This is an optimization exercise on Yosys and OpenROAD, whose aim is small area and a short achievable clock period, not a production implementation. The RTL was checked by simulation tests, not by an equivalence proof against the original design. No activity file was given, so power comes from the tool's default toggle rates.

==> flow/design.v (outline; a module is shown in full before it is edited, if it fits) <==
// module ALU: 1238 lines
module ALU(
    input logic CLK,
    input logic RST,
    input logic ACT,
    input logic[3:0]  OP,
    input logic[1:0]  MOVI,
    input logic[31:0] REG_A,
    input logic[31:0] REG_B,
    input logic[31:0] MEM,
    input logic[31:0] IMM,
    output logic[31:0] DATA,
    output logic       RDY,
    output logic       VLD
);
  // ...
==> flow/run.sh <==
#!/bin/bash
# synth_recipe.tcl (not shown) runs the flow's synth.tcl, then flattens the netlist and writes it again
# the make line also repeats each setting of config.mk as NAME=value (left out here)
make -C /OpenROAD-flow-scripts/flow DESIGN_CONFIG=/design/flow/config.mk WORK_HOME=/design/flow/orfs CLKGATE_MAP_FILE= SYNTH_SCRIPT=/design/flow/synth_recipe.tcl finish
==> flow/config.mk <==
export PLATFORM = sky130hd
export DESIGN_NAME = ALU
export DESIGN_NICKNAME = ALU
export VERILOG_FILES = /design/flow/design.v
export SDC_FILE = /design/flow/constraint.sdc
export NUM_CORES = 4
export LEC_CHECK = 0
export CAP_MARGIN = 20
export CORE_MARGIN = 2
export CORE_UTILIZATION = 40
export SETUP_SLACK_MARGIN = 2.5
export SLEW_MARGIN = 20
==> flow/constraint.sdc <==
create_clock -name core_clock -period 10.5 [get_ports {CLK}]
set_input_delay 2.1000 -clock core_clock [delete_from_list [all_inputs] [get_ports {CLK}]]
set_output_delay 2.1000 -clock core_clock [all_outputs]
set_load 0.01 [all_outputs]
==> impl_metrics.json, run 1 <==
{
  "routed_via_density": 6.29,
  "antenna_found_initial": 7,
  "inverters_excl_clock": 462,
  "holdPathEnd": "state_curr[0]",
  "p_seq_share_pct": 20.1,
  "coreArea_um2": 83600,
  "synth_xor_area_share_pct": 14.3,
  "clk_pin_slew_ns": 0.07,
  "synthArstFlopShare_pct": 0,
  "fin_area_um2": 36800,
  "ys_warn_count": 1,
  "syn-instance-count": 3691,
  "drv_cap": 0,
  "clock-sinks": 131,
  "power_density_nw_per_um2": 112,
  "crit_family": "adder cells",
  "drt_iter0_markers": 3938,
  "layout_commonest_cell": "a22oi_1",
  "crit_buf_inv": 2,
  "cp_num_cells": 15,
  "routed-via-count": 29679,
  "r2r_start": "state_curr[0]",
  "final_cell_mix": "a22oi_1 (516), fa_1 (494), xnor2_1 (453), inv_1 (432), nand2_1 (179)",
  "synth_top_area_cell": "fa_1",
  "worstMarginPinSlew_ns": 1.32,
  "synth_area_leaders": "fa_1 (29%), xnor2_1 (12%), a22oi_1 (11%)",
  "hold_viol": 0,
  "slew_headroom_pct": 11.5,
  "crit_path_end_kind": "register",
  "worstHoldPathType": "reg -> reg",
  "fin_util_pct": 44.0,
  "status": "timing/DRC/antenna clean"
}
==> inputs of run 2 (changes only) <==
--- a/flow/design.v
+++ b/flow/design.v
@@ -7,91 +7,91 @@
     input logic[31:0] REG_A,
     input logic[31:0] REG_B,
     input logic[31:0] MEM,
     input logic[31:0] IMM,
     output logic[31:0] DATA,
     output logic       RDY,
     output logic       VLD
 );
-    localparam logic [1:0] INIT = 2'd0, FIRST_STAGE = 2'd1,
-                           MUL_FIRST_STAGE = 2'd2, MUL_SECOND_STAGE = 2'd3;
-    logic [1:0]  state_curr;
+    logic        st_first, st_mul1, st_mul2;
     logic [31:0] operand_B;
-    assign RDY = state_curr == INIT;
-    assign VLD = (state_curr != INIT) & ~RST;
+    assign RDY = ~(st_first | st_mul1 | st_mul2);
+    assign VLD = ~RDY & ~RST;
     always_comb begin
         case (MOVI)
             2'b00:   operand_B = REG_B;
             2'b01:   operand_B = MEM;
             2'b10:   operand_B = IMM;
             default: operand_B = '0;
         endcase
     end
     wire is_mul = OP == 4'b0010;
-    wire [31:0] a = REG_A;
-    wire [31:0] bm = is_mul ? operand_B : 32'b0;
-    wire addsub = (OP == 4'b0000) | (OP == 4'b0001);
+    wire is_add = OP == 4'b0000;
+    wire is_sub = OP == 4'b0001;
+    wire is_inc = OP == 4'b1110;
     wire is_dec = OP == 4'b1111;
+    wire [31:0] a = REG_A;
+    wire [31:0] b = operand_B;
     logic [31:0] e1;
     logic        c0;
     always_comb begin
         c0 = 1'b0;
         case (OP)
-            4'b0000: e1 = operand_B;                                    
-            4'b0001: begin e1 = ~operand_B; c0 = 1'b1; end              
+            4'b0000: e1 = a;                                            
+            4'b0001: e1 = a;                                            
             4'b0010: e1 = 32'b0;                                        
-            4'b0011: e1 = {1'b0, operand_B[31:1]};                      
-            4'b0100: e1 = {operand_B[30:0], 1'b0};                      
-            4'b0101: e1 = {operand_B[0], operand_B[31:1]};              
-            4'b0110: e1 = {operand_B[30:0], operand_B[31]};             
-            4'b0111: e1 = ~operand_B;                                   
-            4'b1000: e1 = a & operand_B;
-            4'b1001: e1 = a | operand_B;
-            4'b1010: e1 = a ^ operand_B;
-            4'b1011: e1 = ~(a & operand_B);
-            4'b1100: e1 = ~(a | operand_B);
-            4'b1101: e1 = ~(a ^ operand_B);
-            4'b1110: begin e1 = operand_B; c0 = 1'b1; end               
-            default: e1 = operand_B;                                    
+            4'b0011: e1 = {1'b0, b[31:1]};                              
+            4'b0100: e1 = {b[30:0], 1'b0};                              
+            4'b0101: e1 = {b[0], b[31:1]};                              
+            4'b0110: e1 = {b[30:0], b[31]};                             
+            4'b0111: e1 = ~b;                                           
+            4'b1000: e1 = a & b;
+            4'b1001: e1 = a | b;
+            4'b1010: e1 = a ^ b;
+            4'b1011: e1 = ~(a & b);
+            4'b1100: e1 = ~(a | b);
+            4'b1101: e1 = ~(a ^ b);
+            4'b1110: begin e1 = 32'b0; c0 = 1'b1; end                   
+            default: e1 = 32'hFFFF_FFFF;                                
         endcase
     end
-    wire [33:0] bext = {2'b00, bm};
+    wire [33:0] aext = {2'b00, a};
     wire [32:0] bx [0:15];
     wire [15:0] bneg;
-    wire [32:0] a2 = {a, 1'b0};
-    wire [32:0] a1 = {1'b0, a};
+    wire [32:0] m2 = {b, 1'b0};
+    wire [32:0] m1 = {1'b0, b};
     genvar gi, gj;
     generate
         for (gi = 0; gi < 16; gi = gi + 1) begin : g_booth
-            wire b_hi = bext[2*gi+1];
-            wire b_md = bext[2*gi];
+            wire b_hi = aext[2*gi+1];
+            wire b_md = aext[2*gi];
             wire b_lo;
             if (gi == 0) begin : g_lo0
                 assign b_lo = 1'b0;
             end else begin : g_lon
-                assign b_lo = bext[2*gi-1];
+                assign b_lo = aext[2*gi-1];
             end
             wire one, two;
             if (gi == 0) begin : g_d0
-                assign one = b_md | addsub;
-                assign two = b_hi & ~b_md;
-                assign bneg[gi] = b_hi | is_dec;
+                assign one = is_mul ? b_md : (is_add | is_sub | is_inc | is_dec);
+                assign two = is_mul & b_hi & ~b_md;
+                assign bneg[gi] = is_mul ? b_hi : is_sub;
             end else begin : g_dn
-                assign one = b_md ^ b_lo;
-                assign two = (b_hi & ~b_md & ~b_lo) | (~b_hi & b_md & b_lo);
-                assign bneg[gi] = b_hi;
+                assign one = is_mul & (b_md ^ b_lo);
+                assign two = is_mul & ((b_hi & ~b_md & ~b_lo) | (~b_hi & b_md & b_lo));
+                assign bneg[gi] = is_mul & b_hi;
             end
             for (gj = 0; gj < 33; gj = gj + 1) begin : g_sel
-                assign bx[gi][gj] = ((one & a1[gj]) | (two & a2[gj])) ^ bneg[gi];
+                assign bx[gi][gj] = ((one & m1[gj]) | (two & m2[gj])) ^ bneg[gi];
             end
         end
     endgenerate
-    wire [31:0] bh16 = {32{bm[31]}} & a;
-    wire negbit0 = bm[1];
+    wire [31:0] bh16 = {32{is_mul & a[31]}} & b;
+    wire negbit0 = bneg[0];
     wire s1 = bx[0][22] ^ bx[1][20];
     wire c2 = bx[0][22] & bx[1][20];
     wire s3 = bx[0][23] ^ bx[1][21];
     wire c4 = bx[0][23] & bx[1][21];
     wire s5 = bx[0][24] ^ bx[1][22] ^ bx[2][20];
     wire c6 = (bx[0][24] & bx[1][22]) | (bx[0][24] & bx[2][20]) | (bx[1][22] & bx[2][20]);
     wire s7 = bx[3][18] ^ bx[4][16];
     wire c8 = bx[3][18] & bx[4][16];
@@ -1207,28 +1207,27 @@
     wire c1118 = (bh16[30] & s991) | (bh16[30] & c990) | (s991 & c990);
     wire s1119 = ~bneg[15] ^ bh16[31] ^ c992;
     wire c1120 = (~bneg[15] & bh16[31]) | (~bneg[15] & c992) | (bh16[31] & c992);
     wire [63:0] tree_s = {s1119, s1117, s1115, s1113, s1111, s1109, s1107, s1105, s1103, s1101, s1099, s1097, s1095, s1093, s1091, s1089, s1087, s1085, s1083, s1081, s1079, s1077, s1075, s1073, s1071, s1069, s1067, s1065, s1063, s1061, s1059, s1057, s1055, s1053, s1051, s1049, s1047, s1045, s1043, s1041, s1039, s1037, s1035, s1033, s1031, s1029, s1027, s1025, s1023, s1021, s1019, s1017, s1015, s1013, s1011, s1009, s1007, s1005, s1003, s1001, s999, s997, s995, s869};
     wire [63:0] tree_c = {c1118, c1116, c1114, c1112, c1110, c1108, c1106, c1104, c1102, c1100, c1098, c1096, c1094, c1092, c1090, c1088, c1086, c1084, c1082, c1080, c1078, c1076, c1074, c1072, c1070, c1068, c1066, c1064, c1062, c1060, c1058, c1056, c1054, c1052, c1050, c1048, c1046, c1044, c1042, c1040, c1038, c1036, c1034, c1032, c1030, c1028, c1026, c1024, c1022, c1020, c1018, c1016, c1014, c1012, c1010, c1008, c1006, c1004, c1002, c1000, c998, c996, c994, s993};
     logic [31:0] s_lo, c_lo, s_hi, c_hi;
     logic        cy;
     always_ff @(posedge CLK) begin
-        if (RST)
-            state_curr <= INIT;
-        else begin
-            case (state_curr)
-                INIT:             if (ACT) state_curr <= is_mul ? MUL_FIRST_STAGE : FIRST_STAGE;
-                FIRST_STAGE:      state_curr <= INIT;
-                MUL_FIRST_STAGE:  state_curr <= MUL_SECOND_STAGE;
-                default:          state_curr <= INIT;
-            endcase
+        if (RST) begin
+            st_first <= 1'b0;
+            st_mul1  <= 1'b0;
+            st_mul2  <= 1'b0;
+        end else begin
+            st_first <= RDY & ACT & ~is_mul;
+            st_mul1  <= RDY & ACT & is_mul;
+            st_mul2  <= st_mul1;
         end
     end
-    wire sel_hi = state_curr == MUL_SECOND_STAGE;
+    wire sel_hi = st_mul2;
     wire [32:0] osum = {1'b0, sel_hi ? s_hi : s_lo} + {1'b0, sel_hi ? c_hi : c_lo} + {32'b0, sel_hi & cy};
     always_ff @(posedge CLK) begin
         s_lo <= tree_s[31:0];
         c_lo <= tree_c[31:0];
         if (RDY) begin
             s_hi <= tree_s[63:32];
             c_hi <= tree_c[63:32];
         end
==> flow/flow/run.sh (new file) <==
#!/bin/bash
# The standard layout, with plain buffers (not delay cells) on the ports.
export BUFFER_PORTS_ARGS="-buffer_cell sky130_fd_sc_hd__buf_2"
bash standard.sh > standard.log 2>&1
==> flow/standard.sh (new file) <==
#!/bin/bash
# synth_recipe.tcl (not shown) runs the flow's synth.tcl, then flattens the netlist and writes it again
# the make line also repeats each setting of config.mk as NAME=value (left out here)
make -C /OpenROAD-flow-scripts/flow DESIGN_CONFIG=/design/flow/config.mk WORK_HOME=/design/flow/orfs CLKGATE_MAP_FILE= SYNTH_SCRIPT=/design/flow/synth_recipe.tcl "${@:-finish}"
removed: flow/run.sh
==> impl_metrics.json, run 2 <==
{
  "antenna_found_initial": 7,
  "routed-via-count": 28630,
  "synth_common_cells": "o22ai_1 (506), fa_1 (494), inv_1 (463)",
  "cp-startpoint": "OP[0]",
  "critPathKind": "in -> reg",
  "r2r_start": "st_mul2",
  "cts_tree": "yes",
  "ys_warn_count": 1,
  "cts-buffers-inserted": 17,
  "postPlaceCellArea_um2": 33700,
  "place_ws_ns": 1.99,
  "crit_path_end_kind": "register",
  "port_buffers": 170,
  "coreArea_um2": 80000,
  "syn_avg_cell_area_um2": 8.95,
  "synth_cell_type_count": 76,
  "synth_top_area_share_pct": 30.7,
  "reg2regPathDepth": 11,
  "synth.most_common_cell": "o22ai_1",
  "final_antenna_net_count": 0,
  "synth_top_area_cell": "fa_1",
  "layout.nets": 4295,
  "instances_no_fill": 4592,
  "final_cell_mix": "o22ai_1 (506), fa_1 (494), inv_1 (463), xnor2_1 (462), buf_2 (170)",
  "slowest_stage": "nand2_1",
  "finalCriticalPeriod_ns": 7.91,
  "dieWidth_um": 288,
  "fin_util_pct": 42.9,
  "drt_iter0_markers": 3651,
  "h-tree-depth": 4,
  "grt_pass1_vias": 29073,
  "arrival_ns": 8.15,
  "clock-sinks": 132,
  "syn2layout_area_growth_pct": 6.78,
  "clock_latency_ns": 0.50,
  "initial_core_util_pct": 40.2,
  "wirelength_mm": 130,
  "syn_area_um2": 32200,
  "synth_area_leaders": "fa_1 (31%), xnor2_1 (13%), o22ai_1 (9.8%)",
  "syn-instance-count": 3595,
  "endpoint": "s_hi[7]",
  "hold_slack_ns": 0.477,
  "overflow": 0,
  "grt_start_max_net_pins": 68,
  "path_max_fanout": 20,
  "required_ns": 10.74,
  "cpMostUsedCell": "fa_1",
  "drc": 0,
  "die_h_um": 288,
  "finalCritPeriodShare_pct": 75.4,
  "power_density_nw_per_um2": 115,
  "placed_cells": 4552,
  "rows": 104,
  "reg2reg_to": "cy",
  "rsz0062_at_grt": "no",
  "slew_headroom_pct": 18.4,
  "cp_cell_sequence": "buf_2 > nand2b_2 > nor3_4 > buf_4 > nand2_1 > buf_4 > o22ai_1 > xor2_1 > fa_1 > inv_1 > fa_1 > inv_1 > fa_1 > fa_1 > fa_1 > inv_1 > fa_1",
  "max-vdd-ir-drop_mv": 0.0937,
  "slew_viol_final": 0,
  "syn_nets": 4374,
  "p_total_mw": 3.94,
  "synth_edf_count": 64,
  "finalWeightedCongestion": 0.977,
  "p_leak_nw": 12.9,
  "setup_ws_ns": 2.59,
  "drv_cap": 0,
  "clock_skew_ns": 0.0224,
  "grt_pass1_wl_mm": 191,
  "layout_commonest_cell": "o22ai_1",
  "worstHoldPathType": "reg -> reg",
  "ys_ff_latch": 132,
  "cpPeakStageDelay_ns": 0.70,
  "r2r_slack_ns": 6.08,
  "hold_viol": 0,
  "post-dp-hpwl_mm": 91.4,
  "fin_area_um2": 34400,
  "wl_per_cell_um": 28.4,
  "clk_pin_slew_ns": 0.07,
  "routed_via_density": 6.23,
  "status": "timing/DRC/antenna clean",
  "ys_seq_area_share_pct": 10.2,
  "layout-drive-gt1-share_pct": 13.3,
  "critPathLaunchType": "input pin",
  "die_area_um2": 82700,
  "synth-main-ff-cell": "dfxtp_1",
  "setup_viol": 0,
  "drtPass1Iterations": 7,
  "worstMarginPinSlew_ns": 1.22,
  "io_pins": 171,
  "synthArstFlopShare_pct": 0,
  "clk_path_buf_depth": 2,
  "cts_root_buf": "clkbuf_16",
  "finalSetupTns_ns": 0,
  "max_freq_ghz": 0.126,
  "grt.total_usage_pct": 31.4
}
run 2: final cells by class:
type	count	area (µm²)
tap	1060	1330
multi-input combinational	2607	25700
sequential	132	3280
inverter	479	1800
fill	7884	45700
clock inverter	14	148
timing repair buffer	279	1670
antenna	3	7.51
clock buffer	18	450
run 2: per-layer routing:
metal | wire length [µm] | vias to the layer above | GRT usage, %
li1 | - | 11852 | -
met1 | 48400 | 14026 | 39.1
met2 | 53900 | 2183 | 45.3
met3 | 18600 | 559 | 12.5
met4 | 9260 | 10 | 19.8
met5 | 62 | - | 0
run 2: worst min path at each step:
stage | from | end | slack (ns) | cells past startpoint
floorplan | st_mul1 | st_mul2 | 0.44 | 1
global placement | st_mul1 | st_mul2 | 0.47 | 1
detailed placement | st_mul1 | st_mul2 | 0.46 | 1
CTS | st_mul1 | st_mul2 | 0.47 | 1
global route | st_mul1 | st_mul2 | 0.48 | 1
finish | st_mul1 | st_mul2 | 0.48 | 1
run 2: timing repair:
item	4_1_cts	5_1_grt
hold buffers	0	0
gates resized for setup	0	2
pin swaps	0	0
hold endpoints to repair	0	0
buffers inserted	3	0
setup endpoints to repair	1	4
run 2: worst max-delay path: cells and delay by family:
family | cells | cell delay (ns)
adders and majority gates | 6 | 2.98
buffers and inverters | 6 | 1.17
xor gates and xnor gates | 1 | 0.11
and+or+nand+nor | 3 | 1.56
AOI/OAI and AO/OA | 1 | 0.21
run 2: cell families after synthesis:
kind of cell,share of synthesized area (%)
compound gates,17.7
buf+inv,11.1
fa+ha+maj,36.5
xor+xnor,15.2
simple gates,5.76
flops,10.2
mux,3.43
run 2: power by group:
part           switching (mW)  leakage, nW  internal (mW)  total (mW)
clock network           0.298        0.297          0.332       0.630
registers              0.0728         1.23          0.763       0.836
logic                    1.57         11.3          0.901        2.47
==> inputs of run 3 (changes only) <==
==> flow/run.sh (new file) <==
#!/bin/bash
# synth_recipe.tcl (not shown) runs the flow's synth.tcl, then flattens the netlist and writes it again
# the make line also repeats each setting of config.mk as NAME=value (left out here)
make -C /OpenROAD-flow-scripts/flow DESIGN_CONFIG=/design/flow/config.mk WORK_HOME=/design/flow/orfs CLKGATE_MAP_FILE= SYNTH_SCRIPT=/design/flow/synth_recipe.tcl finish
removed: flow/flow/run.sh
removed: flow/standard.sh
==> impl_metrics.json, run 3 <==
{
  "status": "timing/DRC/antenna clean",
  "syn_nets": 4374,
  "clock-sinks": 132,
  "ys_seq_area_share_pct": 10.2,
  "clock_latency_ns": 0.49,
  "cts_tree": "yes",
  "syn2layout_area_growth_pct": 9.43,
  "critPathLaunchType": "input pin",
  "holdBufCountCts": 0,
  "syn-instance-count": 3595,
  "die_area_um2": 82700,
  "drtPass1Iterations": 7,
  "p_leak_nw": 12.8,
  "initial_core_util_pct": 40.2,
  "synth_cell_type_count": 76,
  "grt_start_max_net_pins": 68,
  "ys_ff_latch": 132,
  "cts_root_buf": "clkbuf_16",
  "drt_iter0_markers": 4014,
  "synth_common_cells": "o22ai_1 (506), fa_1 (494), inv_1 (463)",
  "clk_pin_slew_ns": 0.07,
  "layout-drive-gt1-share_pct": 8.63,
  "syn_avg_cell_area_um2": 8.95,
  "antenna_found_initial": 1,
  "drc": 0,
  "place_ws_ns": 1.98,
  "post-dp-hpwl_mm": 91.1,
  "r2r_slack_ns": 6.27,
  "final_antenna_net_count": 0,
  "slew_viol_final": 0,
  "rows": 104,
  "final_cell_mix": "o22ai_1 (506), fa_1 (494), inv_1 (463), xnor2_1 (462), clkdlybuf4s50_1 (165)",
  "port_buffers": 170,
  "die_h_um": 288,
  "routed_via_density": 6.20,
  "arrival_ns": 8.10,
  "hold_viol": 0,
  "synth-main-ff-cell": "dfxtp_1",
  "max-vdd-ir-drop_mv": 0.129,
  "finalWeightedCongestion": 0.969,
  "placed_cells": 4557,
  "drv_cap": 0,
  "io_pins": 171,
  "n_fill_cell": 7850,
  "multi_input_area_um2": 25700,
  "worstHoldPathType": "reg -> reg",
  "slew_headroom_pct": 16.7,
  "required_ns": 10.73,
  "synth_top_area_share_pct": 30.7,
  "clk_path_buf_depth": 2,
  "setup_ws_ns": 2.63,
  "seq_area_um2": 3280,
  "finalCritPeriodShare_pct": 75.0,
  "setup_viol": 0,
  "coreArea_um2": 80000,
  "max_freq_ghz": 0.127,
  "wl_per_cell_um": 28.1,
  "grt_pass1_wl_mm": 191,
  "synth_area_leaders": "fa_1 (31%), xnor2_1 (13%), o22ai_1 (9.8%)",
  "layout_commonest_cell": "o22ai_1",
  "finalCriticalPeriod_ns": 7.87,
  "worstMarginPinSlew_ns": 1.24,
  "ys_warn_count": 1,
  "clock_skew_ns": 0.00851,
  "path_max_fanout": 23,
  "routed-via-count": 28489,
  "power_density_nw_per_um2": 115,
  "wirelength_mm": 129,
  "layout.nets": 4301,
  "syn_area_um2": 32200,
  "critPathKind": "in -> reg",
  "h-tree-depth": 4,
  "overflow": 0,
  "dieWidth_um": 288,
  "grt.total_usage_pct": 31.2,
  "crit_path_end_kind": "register",
  "grt_pass1_vias": 29095,
  "rsz0062_at_grt": "no",
  "synth_edf_count": 64,
  "synthArstFlopShare_pct": 0,
  "instances_no_fill": 4596,
  "finalSetupTns_ns": 0,
  "synth.most_common_cell": "o22ai_1",
  "cts-buffers-inserted": 17,
  "synth_top_area_cell": "fa_1"
}
-- run 3: changes by cell type in the layout (fill, tap and decap cells not counted), moves of 3 or more --
cell	delta
clkdlybuf4s50_1	+165
buf_4	+5
clkinvlp_4	+5
bufinv_16	+3
nand2_1	+5
nand2_2	-5
clkinv_2	+5
inv_8	-7
inv_6	-3
buf_2	-165
-- run 3: timing repair --
action                                  4_1_cts  5_1_grt
endpoints found under the hold margin         0        0
gates resized for setup                       1        1
pin swaps                                     0        1
setup buffers                                 0        5
endpoints found under the setup margin        1       17
gates cloned                                  0        1
-- run 3: where the power goes --
| part | leakage (nW) | total (mW) | internal (mW) | switching, mW |
|---|---|---|---|---|
| logic | 11.3 | 2.59 | 1.03 | 1.56 |
| registers | 1.23 | 0.831 | 0.764 | 0.0675 |
| clock network | 0.276 | 0.629 | 0.368 | 0.261 |
-- run 3: stage by stage --
step / total power, mW / area [µm²] / utilization [%] / hold slack [ns]
6_report: 4.05 / 35200 / 44.0 / 0.469
2_1_floorplan: 2.50 / 32200 / - / 0.439
4_1_cts: 4.03 / 35100 / 43.9 / 0.471
3_3_place_gp: 3.35 / 34600 / 43.2 / 0.458
3_5_place_dp: 3.38 / 34600 / 43.2 / 0.464
5_1_grt: 4.33 / 35200 / 44.0 / 0.486
-- run 3: worst max-delay path, stage by stage --
cell and delay, ns:
clkdlybuf4s50_1 0.65, nand2_1 0.82, clkinv_2 0.83, xnor2_1 0.51
fa_1 0.49, fa_1 0.60, inv_1 0.07, fa_1 0.52
inv_1 0.04, fa_1 0.40, fa_1 0.55, inv_1 0.05
fa_1 0.45
-- run 3: cell families after synthesis --
family	after synthesis	synth area share (%)
compound gates	888	17.7
buf+inv	856	11.1
fa+ha+maj	642	36.5
xor+xnor	560	15.2
simple gates	415	5.76
flops	132	10.2
mux	102	3.43
-- run 3: per-layer routing --
layer  part of all wire, %  global-route usage, %
met5                 0.010                      0
met4                   6.5                   18.2
met3                    14                   11.3
met2                    42                   45.7
met1                    38                   39.5
-- run 3: path summary, 6_finish.rpt --
path,to,start,depth (start not counted)
worst min-delay path,st_mul2,st_mul1,1
worst min register to register,st_mul2,st_mul1,1
worst max register to register,cy,st_mul2,9
worst max-delay path,s_hi[0],REG_A[17],13
-- run 3: layout make-up --
type                    count  share of cell area (%)
clock inverters            15                   0.466
diodes                      1                 0.00711
flip-flops and latches    132                    9.33
multi-input cells        2608                    72.9
inverters                 479                    5.11
well taps                1060                    3.77
clock buffers              17                    1.21
repair buffers            284                    7.20

==> static timing again, ports no longer ideal <==
Ports are ideal in the flow. The routed layouts listed here were re-timed in OpenROAD. Step 1 sets driving cells, clkbuf_16 on the clock port and buf_2 on the other inputs (assumed; they add their load-dependent delay and slew). Step 2 times the ports against the registers' clock, not the clock port: input delays grow and output delays shrink by t, the midpoint of the rising clock arrivals with the driver on. a / b / c = ideal / step 1 / step 2; a / b = the first two.
run	t, ns	setup slack, ns	worst setup path after step 2	worst slew at a driven data input, ns
run 1	0.554	2.633 / 2.674 / 2.120	input to register	0.12
run 2	0.544	2.587 / 2.625 / 2.081	input to register	0.08
run 3	0.544	2.629 / 2.663 / 2.118	input to register	0.07
After both steps every run listed still meets setup and hold. The setup slack of run 1, which loses most, moves by +0.041 ns with the drivers and by -0.513 ns with both steps.
